Source: an optimization exercise on an open RTL-to-GDS flow (aim: small area, a short achievable clock period and few clock cycles per item). Production flows keep margins and buffers that such runs may drop. The RTL was checked by simulation tests, not by an equivalence proof against the original design.

## maple
==> flow/design.v (excerpt) <==
module average #(
    parameter NOF_BITS = 32,
    parameter WIDTH = 32
) (
    input  wire                     clk,
    input  wire                     rst_n,
    input  wire                     start,
    input  wire                     data_first,
    input  wire                     data_last,
    input  wire [NOF_BITS-1:0]      data_in,
    output wire [NOF_BITS:0]        data_out,
    output reg                      busy,
    output reg                      TO,
    output reg                      done
);
    reg        wt, dv, lst;
    reg [5:0]  c;           
    reg [31:0] din;         
    reg [16:0] cnt;         
    reg [7:0]  n3;          
    reg [32:0] q;           
    wire [15:0] r = din[15:0];
    wire fast = (cnt[16:6] == 11'd0);
    wire [5:0] r0 = {r[5:1], r[0] | q[32]};    
    wire [7:0] t  = {r0, q[31:30]};
    wire [7:0] d1, d2, d3;
    wire ge1, ge2, ge3;
    pfx_add #(8) u_d1 (.a(t), .b(~{2'b0, cnt[5:0]}),       .ci(1'b1), .s(d1), .co(ge1));
    pfx_add #(8) u_d2 (.a(t), .b(~{1'b0, cnt[5:0], 1'b0}), .ci(1'b1), .s(d2), .co(ge2));
    pfx_add #(8) u_d3 (.a(t), .b(~n3),                     .ci(1'b1), .s(d3), .co(ge3));
    wire [5:0] fr = ge3 ? d3[5:0] : ge2 ? d2[5:0] : ge1 ? d1[5:0] : t[5:0];
    wire [1:0] fd = {ge2, ge3 | (ge1 & !ge2)};
    wire [16:0] st = {r[15:1], r0[0], q[31]};
    wire [16:0] sd;
    wire        sge;
    pfx_add #(17) u_sd (.a(st), .b(~cnt), .ci(1'b1), .s(sd), .co(sge));
    wire [15:0] sr = sge ? sd[15:0] : st[15:0];
    wire [32:0] acc;
    pfx_add #(33) u_acc (.a(q), .b({1'b0, din}), .ci(1'b0), .s(acc), .co());
    wire [5:0] load = (fast && cnt[5:0] != 6'd63) ? 6'd48 : 6'd32;
    wire       one  = fast && cnt[5:0] == 6'd0;    
    always @(posedge clk) begin
        din[31:16] <= data_in[31:16];
        if (dv) begin
            q <= fast ? {1'b0, q[29:0], fd} : {1'b0, q[30:0], sge};
            din[15:0] <= fast ? {sr[15:6], fr} : sr;
        end else if (busy) begin
            q <= acc;
            din[15:0] <= lst ? 16'd0 : data_in[15:0];    
        end else begin
            q <= 33'd0;    
  ...
For scale: about 750 cells after synthesis, ~100 flip-flops, roughly 73 I/O pins, roughly 6500 sq um of cells after synthesis.
export LEC_CHECK = 0
export CAP_MARGIN = 20
export CORE_MARGIN = 2
export CORE_UTILIZATION = 50
export CTS_BUF_LIST = sky130_fd_sc_hd__clkbuf_4 sky130_fd_sc_hd__clkbuf_8
export CTS_CLUSTER_SIZE = 30
export SETUP_SLACK_MARGIN = 5
export SLEW_MARGIN = 20
create_clock -name core_clock -period 8.0 [get_ports {clk}]
standard.sh (not shown) runs the stock make flow with config.mk's settings and CLKGATE_MAP_FILE= SYNTH_SCRIPT=/design/flow/synth_recipe.tcl, a recipe that flattens the netlist after the stock synthesis.
==> flow/flow/run.sh <==
#!/bin/bash
set -euo pipefail
bash standard.sh SETUP_SLACK_MARGIN=5.3 "BUFFER_PORTS_ARGS=-buffer_cell sky130_fd_sc_hd__buf_1" finish > make_finish.log 2>&1
maple | status: complete | timing, DRC, antenna: pass
Testbench counts of maple, summed over its fixed seeds: cycles 27,663, items 800.
The inputs of amber differ from those of maple as listed below.
Settings: swapping 50 for 60 in CORE_UTILIZATION.
==> flow/flow/run.sh <==
#!/bin/bash
set -euo pipefail
bash standard.sh SETUP_SLACK_MARGIN=5.4 "BUFFER_PORTS_ARGS=-buffer_cell sky130_fd_sc_hd__buf_1" finish > make_finish.log 2>&1
Notes after the runs:
amber has die extent in y below what maple had. maple → amber: met1 capacity usage during global routing went up; standard cell area after detailed placement went down; number of fill cells went down; multi-input gate share of the layout cell area went down; cell area went up.
Modified inputs, onyx compared to amber
Settings: ABC_AREA: unset -> 1; CORE_UTILIZATION: 60 -> 50.
==> flow/flow/run.sh <==
#!/bin/bash
set -euo pipefail
bash standard.sh SETUP_SLACK_MARGIN=5.25 "BUFFER_PORTS_ARGS=-buffer_cell sky130_fd_sc_hd__buf_1" finish > make_finish.log 2>&1
onyx finished every stage and its layout cleared the timing, design-rule and antenna checks.
Cmp amber and onyx / via total after detailed routing / lower: amber
| depth of the critical timing path with buffers and inverters included | higher: amber |
amber ended up with din[4]$_DFF_P_ as its destination of the critical timing path; onyx ended up with busy.
When the final numbers for amber and onyx were put side by side, the minimum clock period turned out to be greater in onyx.

---

Setup of job 4435:
average, a different RTL version from the one above (not shown whole).
Size in the first run: about 770 cells after synthesis, about 120 flip-flops, about 0.0069 mm² of cells after synthesis.
==> flow/config.mk <==
export PLATFORM = sky130hd
export DESIGN_NAME = average
export DESIGN_NICKNAME = average
export VERILOG_FILES = /design/flow/design.v
export SDC_FILE = /design/flow/constraint.sdc
export NUM_CORES = 4
export LEC_CHECK = 0
export CAP_MARGIN = 20
export CORE_MARGIN = 2
export CORE_UTILIZATION = 72
export CTS_BUF_LIST = sky130_fd_sc_hd__clkbuf_4 sky130_fd_sc_hd__clkbuf_8
export CTS_CLUSTER_SIZE = 30
export SETUP_SLACK_MARGIN = 5
export SLEW_MARGIN = 20
==> flow/constraint.sdc <==
create_clock -name core_clock -period 8.0 [get_ports {clk}]
set_input_delay 1.6000 -clock core_clock [delete_from_list [all_inputs] [get_ports {clk}]]
set_output_delay 1.6000 -clock core_clock [all_outputs]
set_load 0.01 [all_outputs]
==> flow/flow/run.sh <==
#!/bin/bash
set -euo pipefail
bash standard.sh SETUP_SLACK_MARGIN=5.3 "BUFFER_PORTS_ARGS=-buffer_cell sky130_fd_sc_hd__buf_1" finish > make_finish.log 2>&1
Job 4435 was carried through to the last stage, and its layout satisfied the timing, design-rule and antenna checks.
Testbench counts of job 4435, summed over its fixed seeds: cycles 27,663, items 800.
[inputs] job 9055 vs job 4435
Settings: CTS_CLUSTER_SIZE no longer set, was 30; CORE_UTILIZATION now 60, was 72; CTS_BUF_LIST no longer set, was sky130_fd_sc_hd__clkbuf_4 sky130_fd_sc_hd__clkbuf_8.
==> flow/run.sh (new file) <==
#!/bin/bash
# synth_recipe.tcl (not shown) runs the flow's synth.tcl, then flattens the netlist and writes it again
# the make line also repeats each setting of config.mk as NAME=value (left out here)
make -C /OpenROAD-flow-scripts/flow DESIGN_CONFIG=/design/flow/config.mk WORK_HOME=/design/flow/orfs CLKGATE_MAP_FILE= SYNTH_SCRIPT=/design/flow/synth_recipe.tcl finish
removed: flow/flow/run.sh
removed: flow/standard.sh
==> notes.md <==
Insertion delay of the later-clocked pin in the worst-skew pair came out lower on job 9055 than on job 4435. Job 4435 → job 9055: first-pass iteration count of the detailed router up 1; first-iteration DRC count grew by 56; final standard cell area without fillers went up about 7%; multi-input gate share of total cell area decreased by 4.6 points relative to the old numbers; average detailed-routed wire length per instance shrank by about 9%. Job 9055 reports its capturing element of the worst setup path as data_out[30] while job 4435 reports r[2].
For job 9886, these inputs were changed with respect to job 9055:
Settings: CTS_CLUSTER_SIZE now 30, previously not set; CTS_BUF_LIST now sky130_fd_sc_hd__clkbuf_4 sky130_fd_sc_hd__clkbuf_8, previously not set.
==> flow/flow/run.sh (new file) <==
#!/bin/bash
set -euo pipefail
bash standard.sh SETUP_SLACK_MARGIN=5.35 "BUFFER_PORTS_ARGS=-buffer_cell sky130_fd_sc_hd__buf_1" finish > make_finish.log 2>&1
==> flow/standard.sh (new file) <==
#!/bin/bash
# synth_recipe.tcl (not shown) runs the flow's synth.tcl, then flattens the netlist and writes it again
# the make line also repeats each setting of config.mk as NAME=value (left out here)
make -C /OpenROAD-flow-scripts/flow DESIGN_CONFIG=/design/flow/config.mk WORK_HOME=/design/flow/orfs CLKGATE_MAP_FILE= SYNTH_SCRIPT=/design/flow/synth_recipe.tcl "${@:-finish}"
removed: flow/run.sh
### Flow results
Looking at the reports, job 9886 completed the entire flow and the layout it produced met the timing, design-rule and antenna checks. Job 9055: all stages complete, timing, DRC and antenna checks passed. Job 9886: met1 layer usage reported by global route is 1.6 points lower than what job 9055 reported. Job 9886 ends up with a detailed-routed wire length on met2 that is 4.1% lower than in job 9055. The count of clock-net buffers in the final layout in job 9886 was lower than what job 9055 gave.
Input changes introduced in job 1248 (baseline for comparison: job 9886):
Settings: CTS_CLUSTER_SIZE removed (was 30); CTS_BUF_LIST removed (was sky130_fd_sc_hd__clkbuf_4 sky130_fd_sc_hd__clkbuf_8).
==> flow/flow/run.sh <==
#!/bin/bash
set -euo pipefail
bash standard.sh SETUP_SLACK_MARGIN=5.3 "BUFFER_PORTS_ARGS=-buffer_cell sky130_fd_sc_hd__buf_1" finish > make_finish.log 2>&1
--- outcome ---
- Summary of job 1248 over job 9886: hold buffer count at CTS held; final period utilization went up 0.72 points; share of layout cells above drive strength 1 went down 5.7 points.
Input changes introduced in job 9521 (baseline for comparison: job 1248):
==> flow/flow/run.sh <==
#!/bin/bash
set -euo pipefail
bash standard.sh SETUP_SLACK_MARGIN=5.3 finish > make_finish.log 2>&1
==> comparison <==
Job 1248 -> job 9521: clock-pin slew on the worst setup and hold paths flat
Between job 9521 and job 1248, it is job 9521 whose number of cells on the worst reg-to-reg path is higher, by 1.
Looking at cell with the largest stage delay on the worst path, the sky130_fd_sc_hd__dfrtp_1 result is from job 1248; the sky130_fd_sc_hd__dfxtp_2 one comes from job 9521.
Maximum number of buffers from clock root to sink came out exactly the same in job 9521 and job 1248.
Job 9521: no failed stages, no open violations at the end
Setup changes, job 9521 to job 5599
==> flow/flow/run.sh <==
#!/bin/bash
set -euo pipefail
bash standard.sh SETUP_SLACK_MARGIN=5.4 finish > make_finish.log 2>&1
[summary]
Compare job 5599 and job 9521 | area of all placed cells without fillers higher: job 5599
Between job 5599 and job 9521, all-layer global routing usage is higher for job 5599, job 9521 comes in under that.
Diff job 5599..job 9521 | post-synthesis sequential element count | unchanged
Comparing job 5599 and job 9521, the higher average wire per standard cell is on job 5599.
Job 5599 against job 9521; total of plain and repair buffers excluding clock buffers is up by more than a quarter.
The core of job 5599 is more densely filled than that of job 9521.
Changes observed in job 5599 relative to job 9521: final wirelength picked up an extra about 7%; maximum frequency moved up; met2 layer wire length in the routed design moved up.

==> what the ideal ports hide <==
How much do the figures lean on ideal ports? The routed layouts below were timed once more, with nothing changed but the port constraints.
Step 1 sets driving cells, clkbuf_16 on the clock port and buf_2 on the other inputs (assumed; they add their load-dependent delay and slew).
Step 2 adds t to the input delays and takes it off the output delays; t is the mean of the earliest and latest rising clock arrival at the registers after step 1. Input paths then give back, and output paths get back, about the clock's delay inside the block.
Slacks: ideal / step 1 / step 2; pairs: ideal / step 1.
| run | t, ns | slack for setup (ns) | hold WS [ns] | worst setup path after step 2 | worst register clock-pin slew, ns |
|---|---|---|---|---|---|
| maple | 0.425 | 5.313 / 5.309 / 5.313 | 0.479 / 0.479 / 0.479 | register to register | 0.10 / 0.10 |
| amber | 0.433 | 5.363 / 5.363 / 5.363 | 0.472 / 0.472 / 0.472 | register to register | 0.11 / 0.11 |
| onyx | 0.427 | 5.284 / 5.246 / 5.515 | 0.462 / 0.462 / 0.462 | register to register | 0.10 / 0.10 |
| job 4435 | 0.471 | 5.298 / 5.298 / 5.298 | 0.463 / 0.463 / 0.463 | register to register | 0.08 / 0.08 |
| job 9055 | 0.462 | 5.035 / 4.992 / 5.165 | 0.459 / 0.459 / 0.459 | register to register | 0.06 / 0.06 |
| job 9886 | 0.479 | 5.399 / 5.363 / 5.439 | 0.476 / 0.476 / 0.476 | register to register | 0.08 / 0.08 |
| job 1248 | 0.457 | 5.342 / 5.303 / 5.370 | 0.486 / 0.486 / 0.486 | register to register | 0.06 / 0.06 |
| job 9521 | 0.462 | 5.334 / 5.292 / 5.376 | 0.460 / 0.460 / 0.460 | register to register | 0.06 / 0.06 |
| job 5599 | 0.463 | 5.370 / 5.354 / 5.370 | 0.460 / 0.460 / 0.460 | register to register | 0.06 / 0.06 |
After both steps every run listed still meets setup and hold.
